Background: an optimization exercise with open tools, aiming at small area, a short achievable clock period and few clock cycles. Do not read the settings as production practice.
In this exercise RTL edits were held to simulation tests only and were not proved equivalent to the original.
Power is estimated from default activity; no workload was simulated.

==> run a: inputs <==
## cpu
module cpu(
  input  wire        clk_in,
  input  wire        rst_in,
  input  wire        rdy_in,
  input  wire [ 7:0] mem_din,
  output wire [ 7:0] mem_dout,
  output wire [31:0] mem_a,
  output wire        mem_wr,
  output wire [31:0] dbgreg_dout
);
clock: 14.0 ns
lec_check: 0
cap_margin: 20
core_margin: 2
core_utilization: 35
slew_margin: 20
run.sh (not shown) runs the stock make flow with config.mk's settings and CLKGATE_MAP_FILE= SYNTH_SCRIPT=/design/flow/synth_recipe.tcl, a recipe that flattens the netlist after the stock synthesis.
==> run b: changes against run a <==
--- a/flow/design.v
+++ b/flow/design.v
@@ -54,12 +54,13 @@
   wire f7b5 = ir[30];
   wire [4:0] rd  = ir[11:7];
   wire [4:0] rs1 = ir[19:15];
   wire [4:0] rs2 = ir[24:20];
   wire iALU   = iOP | iOPI;
   wire isShift = iALU & (f3[1:0] == 2'b01);
+  wire isSR    = isShift & f3[2];
   wire isSLT   = iALU & (f3[2:1] == 2'b01);
   wire rdnz    = (rd != 5'd0);
   reg [31:0] imm;
   always @(*) begin
     if (iST)              imm = {{20{ir[31]}}, ir[31:25], ir[11:7]};
     else if (iBR)         imm = {{19{ir[31]}}, ir[31], ir[7], ir[30:25], ir[11:8], 1'b0};
@@ -69,15 +70,15 @@
   end
   wire [7:0] immb = ph0 ? imm[7:0] : ph1 ? imm[15:8] : ph2 ? imm[23:16] : imm[31:24];
   wire br4 = (ir[31:25] == 7'd0) & (ir[11:7] == 5'b00100);
   wire j4  = (ir[31:12] == 20'h00400);
   wire [7:0] rbyte [0:31];
   assign rbyte[0] = 8'd0;
-  assign rbyte[1] = ph0 ? x1[7:0] : ph1 ? x1[15:8] : ph2 ? x1[23:16] : x1[31:24];
-  wire [7:0] rd1 = rbyte[rs1];
-  wire [7:0] rd2 = rbyte[rs2];
+  assign rbyte[1] = ph3 ? x1[7:0] : ph0 ? x1[15:8] : ph1 ? x1[23:16] : x1[31:24];
+  reg  [4:0] sel1, sel2;
+  reg  [7:0] rd1, rd2;
   wire [7:0] opA = (iAUIPC | iJAL | iBR) ? P[7:0] : (iLUI ? 8'd0 : rd1);
   wire [7:0] opB = iOP ? rd2 : immb;
   wire       sub = iOP & f7b5 & (f3 == 3'b000);
   wire [8:0] sum = {1'b0, opA} + {1'b0, opB ^ {8{sub}}} + {8'd0, ph0 ? sub : ac};
   reg  [7:0] aluo;
   always @(*) begin
@@ -94,22 +95,38 @@
   wire bo = cdiff[8];
   wire eqall = (ph0 | eq_q) & (rd1 == cB);
   wire uns = iBR ? f3[1] : f3[0];
   wire lt_fin = (uns || (rd1[7] == cB[7])) ? bo : rd1[7];
   wire [8:0] pca = {1'b0, P[7:0]} + {6'd0, ph0, 2'b00} + {8'd0, ~ph0 & pc_c};
   wire right = f3[2];
-  wire [1:0] plo = right ? sh[4:3] : ~sh[4:3];
-  wire [1:0] phi = plo + 2'd1;
-  wire [7:0] tlo = (plo == 2'd0) ? T[7:0] : (plo == 2'd1) ? T[15:8] : (plo == 2'd2) ? T[23:16] : T[31:24];
-  wire [7:0] thi = (phi == 2'd0) ? T[7:0] : (phi == 2'd1) ? T[15:8] : (phi == 2'd2) ? T[23:16] : T[31:24];
-  wire [2:0] kq = {1'b0, ph} + {1'b0, sh[4:3]};
-  wire lo_ok = right ? (kq <= 3'd3) : (ph > sh[4:3]);
-  wire hi_ok = right ? (kq <= 3'd2) : (ph >= sh[4:3]);
+  wire [4:0] amt = (fEX & ph0) ? (iOP ? rd2[4:0] : ir[24:20]) : sh;
+  wire [1:0] q = amt[4:3];
+  reg [7:0] thi, tlo;
+  always @(*) begin
+    if (right) begin
+      case (q)
+        2'd0: begin tlo = T[7:0];   thi = T[15:8];  end
+        2'd1: begin tlo = T[15:8];  thi = T[23:16]; end
+        2'd2: begin tlo = T[23:16]; thi = T[31:24]; end
+        default: begin tlo = T[31:24]; thi = T[7:0]; end
+      endcase
+    end else begin
+      case (q)
+        2'd0: begin thi = rd1;      tlo = T[31:24]; end
+        2'd1: begin thi = T[31:24]; tlo = T[23:16]; end
+        2'd2: begin thi = T[23:16]; tlo = T[15:8];  end
+        default: begin thi = T[15:8]; tlo = T[15:8]; end
+      endcase
+    end
+  end
+  wire [2:0] kq = {1'b0, ph} + {1'b0, q};
+  wire lo_ok = right ? (kq <= 3'd3) : (ph > q);
+  wire hi_ok = right ? (kq <= 3'd2) : (ph >= q);
   wire [7:0] fill = {8{right & f7b5 & sgn_s}};
   wire [15:0] win = {hi_ok ? thi : fill, lo_ok ? tlo : fill};
-  wire [3:0] samt = right ? {1'b0, sh[2:0]} : (4'd8 - {1'b0, sh[2:0]});
+  wire [3:0] samt = right ? {1'b0, amt[2:0]} : (4'd8 - {1'b0, amt[2:0]});
   wire [15:0] wsh = win >> samt;
   wire [7:0] sh_out = wsh[7:0];
   wire lvalid = ph0 | (ph1 & (f3[1:0] != 2'b00)) | f3[1];
   wire [7:0] lwb = lvalid ? mem_din : {8{~f3[2] & lsgn}};
   wire brx   = fEX & iBR & ~br4;
   wire jmp   = fEX & ((iJAL & ~j4) | iJALR);
@@ -119,53 +136,60 @@
   wire taken_fin = f3[2] ? (lt_fin ^ f3[0]) : (eqall ^ f3[0]);
   wire taken = brx & taken_fin;
   wire ctrl_taken = jmp | taken;
   wire cancel = ph3 & brx & (spec_q ^ taken_fin);
   wire dk_f = (dk == B_FETCH);
   wire irn_busy = irn_full | dk_f;
-  wire no_consume = fEX & (iLD | isShift);
+  wire no_consume = fEX & (iLD | isSR);
   wire seqf_ok = go_q & ~(no_consume & irn_busy);
   wire ld_st = fEX & (iLD | iST);
   wire tf_alu = jmp | (brx & spec);
-  wire [17:0] inc = ma + 18'd1;
+  wire [17:2] inc = ma[17:2] + 16'd1;
+  wire data_b = bk[1];
   wire nf_LWB = fEX & iLD;
-  wire nf_SWB = fEX & isShift;
+  wire nf_SWB = fEX & isSR;
   wire nf_CPY = ctrl_taken;
   wire ld_ir  = go_q & irn_busy & ~nf_LWB & ~nf_SWB;
   wire nf_EX  = ld_ir & ~nf_CPY;
-  wire we_ex = fEX & (iLUI | iAUIPC | iJAL | iJALR | (iALU & ~isShift));
+  wire we_ex = fEX & (iLUI | iAUIPC | iJAL | iJALR | (iALU & ~isSR));
   wire we_now = (we_ex | fLWB | fSWB) & rdnz;
-  wire [7:0] res_d = fLWB ? lwb : fSWB ? sh_out : (iJAL | iJALR) ? pca[7:0] : aluo;
+  wire [7:0] res_d = fLWB ? lwb : (fSWB | isShift) ? sh_out : (iJAL | iJALR) ? pca[7:0] : aluo;
   wire sltfix = fEX & ph3 & isSLT & rdnz;
   always @(posedge clk_in) begin
     irn <= {dk_f ? mem_din : irn[7:0], irn[31:8]};
     P   <= {rst_in ? 8'd0 : fEX ? pca[7:0] : fCPY ? {T[7:1], T[0] & ~ph0} : P[7:0],
             rst_in ? 8'd0 : P[31:24], P[23:8]};
     T   <= {(fEX & iST) ? rd2 : (fEX & isShift) ? rd1 : (fEX & (iJAL | iJALR | iBR)) ? aluo : T[7:0], T[31:8]};
     ar  <= {aluo, ar[15:8]};
     md  <= T[23:16];
+    if (ph2) begin
+      sel1 <= {irn[27:24], irn[23]};
+      sel2 <= {irn_full ? irn[0] : mem_din[0], irn[31:28]};
+    end
+    rd1 <= {rbyte[sel1][7:1], (sltfix && sel1 == rd) ? lt_fin : rbyte[sel1][0]};
+    rd2 <= {rbyte[sel2][7:1], (sltfix && sel2 == rd) ? lt_fin : rbyte[sel2][0]};
     ac  <= sum[8];
     pc_c <= pca[8];
     cb_q <= bo;
     eq_q <= eqall;
     res_q <= res_d;
     rdq <= rd;
-    if (fEX & isShift & ph0) sh <= iOP ? rd2[4:0] : ir[24:20];
+    if (fEX & ph0) sh <= amt;
     if (fEX & isShift & ph3) sgn_s <= rd1[7];
     if (fLWB & lvalid) lsgn <= mem_din[7];
     if (rst_in) begin
       ph <= 2'd3;
       fEX <= 1'b0; fLWB <= 1'b0; fSWB <= 1'b0; fCPY <= 1'b0;
       irn_full <= 1'b0;
       bk <= B_FETCH;
       dk <= B_NONE;
       last_fetch <= 1'b1;
       need_tf <= 1'b0;
       spec_q <= 1'b0;
       go_q <= 1'b0;
-      ma <= 18'd0;
+      ma <= 18'd1;
       mw <= 1'b0;
       we_q <= 1'b0;
     end else begin
       ph <= ph + 2'd1;
       we_q <= we_now;
       if (ph1) go_q <= rdy_in;
@@ -176,35 +200,35 @@
           ma <= {aluo[1:0], ar};
           mw <= iST;
           st_sz <= f3[1:0];
           last_fetch <= 1'b0;
         end else if (tf_alu) begin
           bk <= B_FETCH;
-          ma <= {aluo[1:0], ar[15:2], 2'b00};
+          ma <= {aluo[1:0], ar[15:2], 2'b01};
           mw <= 1'b0;
           last_fetch <= 1'b1;
         end else if (need_tf) begin
           bk <= B_FETCH;
-          ma <= {T[1:0], T[31:24], T[23:18], 2'b00};
+          ma <= {T[1:0], T[31:24], T[23:18], 2'b01};
           mw <= 1'b0;
           last_fetch <= 1'b1;
           need_tf <= 1'b0;
         end else if (seqf_ok) begin
           bk <= B_FETCH;
-          ma <= last_fetch ? inc : {ra, 2'b00};
+          ma <= {last_fetch ? inc : ra, 2'b01};
           mw <= 1'b0;
           last_fetch <= 1'b1;
         end else begin
           bk <= B_NONE;
-          ma <= inc;
+          ma <= {inc, 2'b01};
           mw <= 1'b0;
           last_fetch <= 1'b0;
         end
-        if (last_fetch && !(!ld_st && !tf_alu && !need_tf && seqf_ok)) ra <= inc[17:2];
+        if (last_fetch && !(!ld_st && !tf_alu && !need_tf && seqf_ok)) ra <= inc;
       end else begin
-        ma <= inc;
+        ma <= {(data_b && ma[1:0] == 2'b11) ? inc : ma[17:2], ma[1:0] + 2'd1};
         mw <= (bk == B_STORE) & (ph3 ? (st_sz != 2'b00) : st_sz[1]);
       end
       if (ph3) begin
         dk <= cancel ? B_NONE : bk;
         if (cancel) begin
           bk <= B_NONE;
@@ -213,13 +237,13 @@
         end
         fEX  <= nf_EX;
         fLWB <= nf_LWB;
         fSWB <= nf_SWB;
         fCPY <= nf_CPY;
         irn_full <= (nf_CPY | nf_EX) ? 1'b0 : irn_busy;
-        if (ld_ir) ir <= {irn_full ? irn[7:0] : mem_din, irn[31:8]};
+        if (ld_ir) ir <= {irn[31:8], irn_full ? irn[7:0] : mem_din};
       end
     end
   end
   always @(posedge clk_in) begin
     if (we_q && rdq == 5'd1) begin
       case (ph)
@@ -235,16 +259,16 @@
   generate
     for (g = 2; g < 32; g = g + 1) begin : R
       reg [31:0] q;
       wire wr = we_q & (rdq == g);
       wire fx = sltfix & (rd == g);
       always @(posedge clk_in) begin
-        q[31:24] <= q[7:0];
-        q[23:16] <= wr ? res_q : q[31:24];
-        q[15: 8] <= q[23:16];
-        q[ 7: 0] <= {q[15:9], fx ? lt_fin : q[8]};
+        q[31:24] <= {q[7:1], fx ? lt_fin : q[0]};
+        q[23:16] <= q[31:24];
+        q[15: 8] <= wr ? res_q : q[23:16];
+        q[ 7: 0] <= q[15:8];
       end
       assign rbyte[g] = q[7:0];
     end
   endgenerate
   assign mem_a = {14'd0, ma};
   assign mem_wr = mw;
==> flow/flow/run.sh (new file) <==
#!/bin/bash
# Standard ORFS layout, with timing repair aimed well below the clock period
# (the constraints are unchanged) so that the achieved period is pushed down.
set -euo pipefail
cat >> config.mk <<'EOC'
export SETUP_SLACK_MARGIN = 10
EOC
bash standard.sh > standard.log 2>&1
==> flow/standard.sh (new file) <==
#!/bin/bash
# synth_recipe.tcl (not shown) runs the flow's synth.tcl, then flattens the netlist and writes it again
# the make line also repeats each setting of config.mk as NAME=value (left out here)
make -C /OpenROAD-flow-scripts/flow DESIGN_CONFIG=/design/flow/config.mk WORK_HOME=/design/flow/orfs CLKGATE_MAP_FILE= SYNTH_SCRIPT=/design/flow/synth_recipe.tcl "${@:-finish}"
==> flow/config.mk (replaced) <==
export PLATFORM = sky130hd
export DESIGN_NAME = cpu
export DESIGN_NICKNAME = cpu
export VERILOG_FILES = /design/flow/design.v
export SDC_FILE = /design/flow/constraint.sdc
export NUM_CORES = 8
export LEC_CHECK = 0
export CAP_MARGIN = 30
export CORE_MARGIN = 2
export CORE_UTILIZATION = 35
export SLEW_MARGIN = 20
export TNS_END_PERCENT = 5
export SETUP_SLACK_MARGIN = 10
removed: flow/run.sh
==> qor summary <==
quantity                                                                     run b           run a
Hold Crit Start                                                        R[25].q[27]      R[18].q[9]
Core footprint                                                          115000 µm²      111000 µm²
Result of the run                                                   finished clean  finished clean
M2 GR Usage                                                                  33.5%           36.4%
Number of optimization iterations in the first detailed-route pass               6               5
Pin count of the biggest net entering global routing                            38              40
Met3 demand-to-capacity share in global routing                              6.56%           4.06%
Worst setup path start                                                       ir[2]          ir[24]
Sequential cell power                                                      3730 µW         3610 µW
Crit share post-route                                                        31.2%           48.1%
Mapped Avg Cell Area                                                      11.9 µm²        12.1 µm²
Largest fanout on the critical path                                             16              32
End of the critical path                                                    ma[14]           dk[0]
Global-route total usage across every layer                                  23.8%           23.4%
Initial core utilization                                                     35.4%           35.4%
Final estimated routing congestion in global placement                        1.05            1.01
RSZ-0062 raised after global routing                                           yes              no
Via/cell ratio                                                                5.54            5.38
Vias in the first global route                                               27067           25018
Testbench counts of run a, summed over its fixed seeds: cycles 276,452.
Testbench counts of run b, summed over its fixed seeds: cycles 267,080.

-- port drivers added, routing unchanged --
Ports are ideal in the flow. The routed layouts listed here were re-timed in OpenROAD.
Step 1 (the two cells are an assumption about what drives the block):
set clk [get_ports {clk_in}]
set_driving_cell -lib_cell sky130_fd_sc_hd__clkbuf_16 $clk
set_driving_cell -lib_cell sky130_fd_sc_hd__buf_2 [delete_from_list [all_inputs] $clk]
Step 2 moves the port delays by t, midway between the first and last clock arrival at a register: inputs arrive t later, outputs are due t later. That takes back most of the time a late clock gives input paths.
Three values: ideal, step 1, step 2; two values: the first two.
run	t (ns)	setup slack, ns	slew at the worst register clock pin (ns)	worst data-port slew with drivers (ns)	pins driven straight from the clock port
run a	0.762	7.259 / 7.259 / 7.259	0.07 / 0.07	0.03	1
run b	0.756	9.626 / 9.626 / 9.125	0.07 / 0.07	0.04	1
After both steps every run listed still meets setup and hold. The setup slack of run b, which loses most, moves by 0.000 ns with the drivers and by -0.501 ns with both steps.
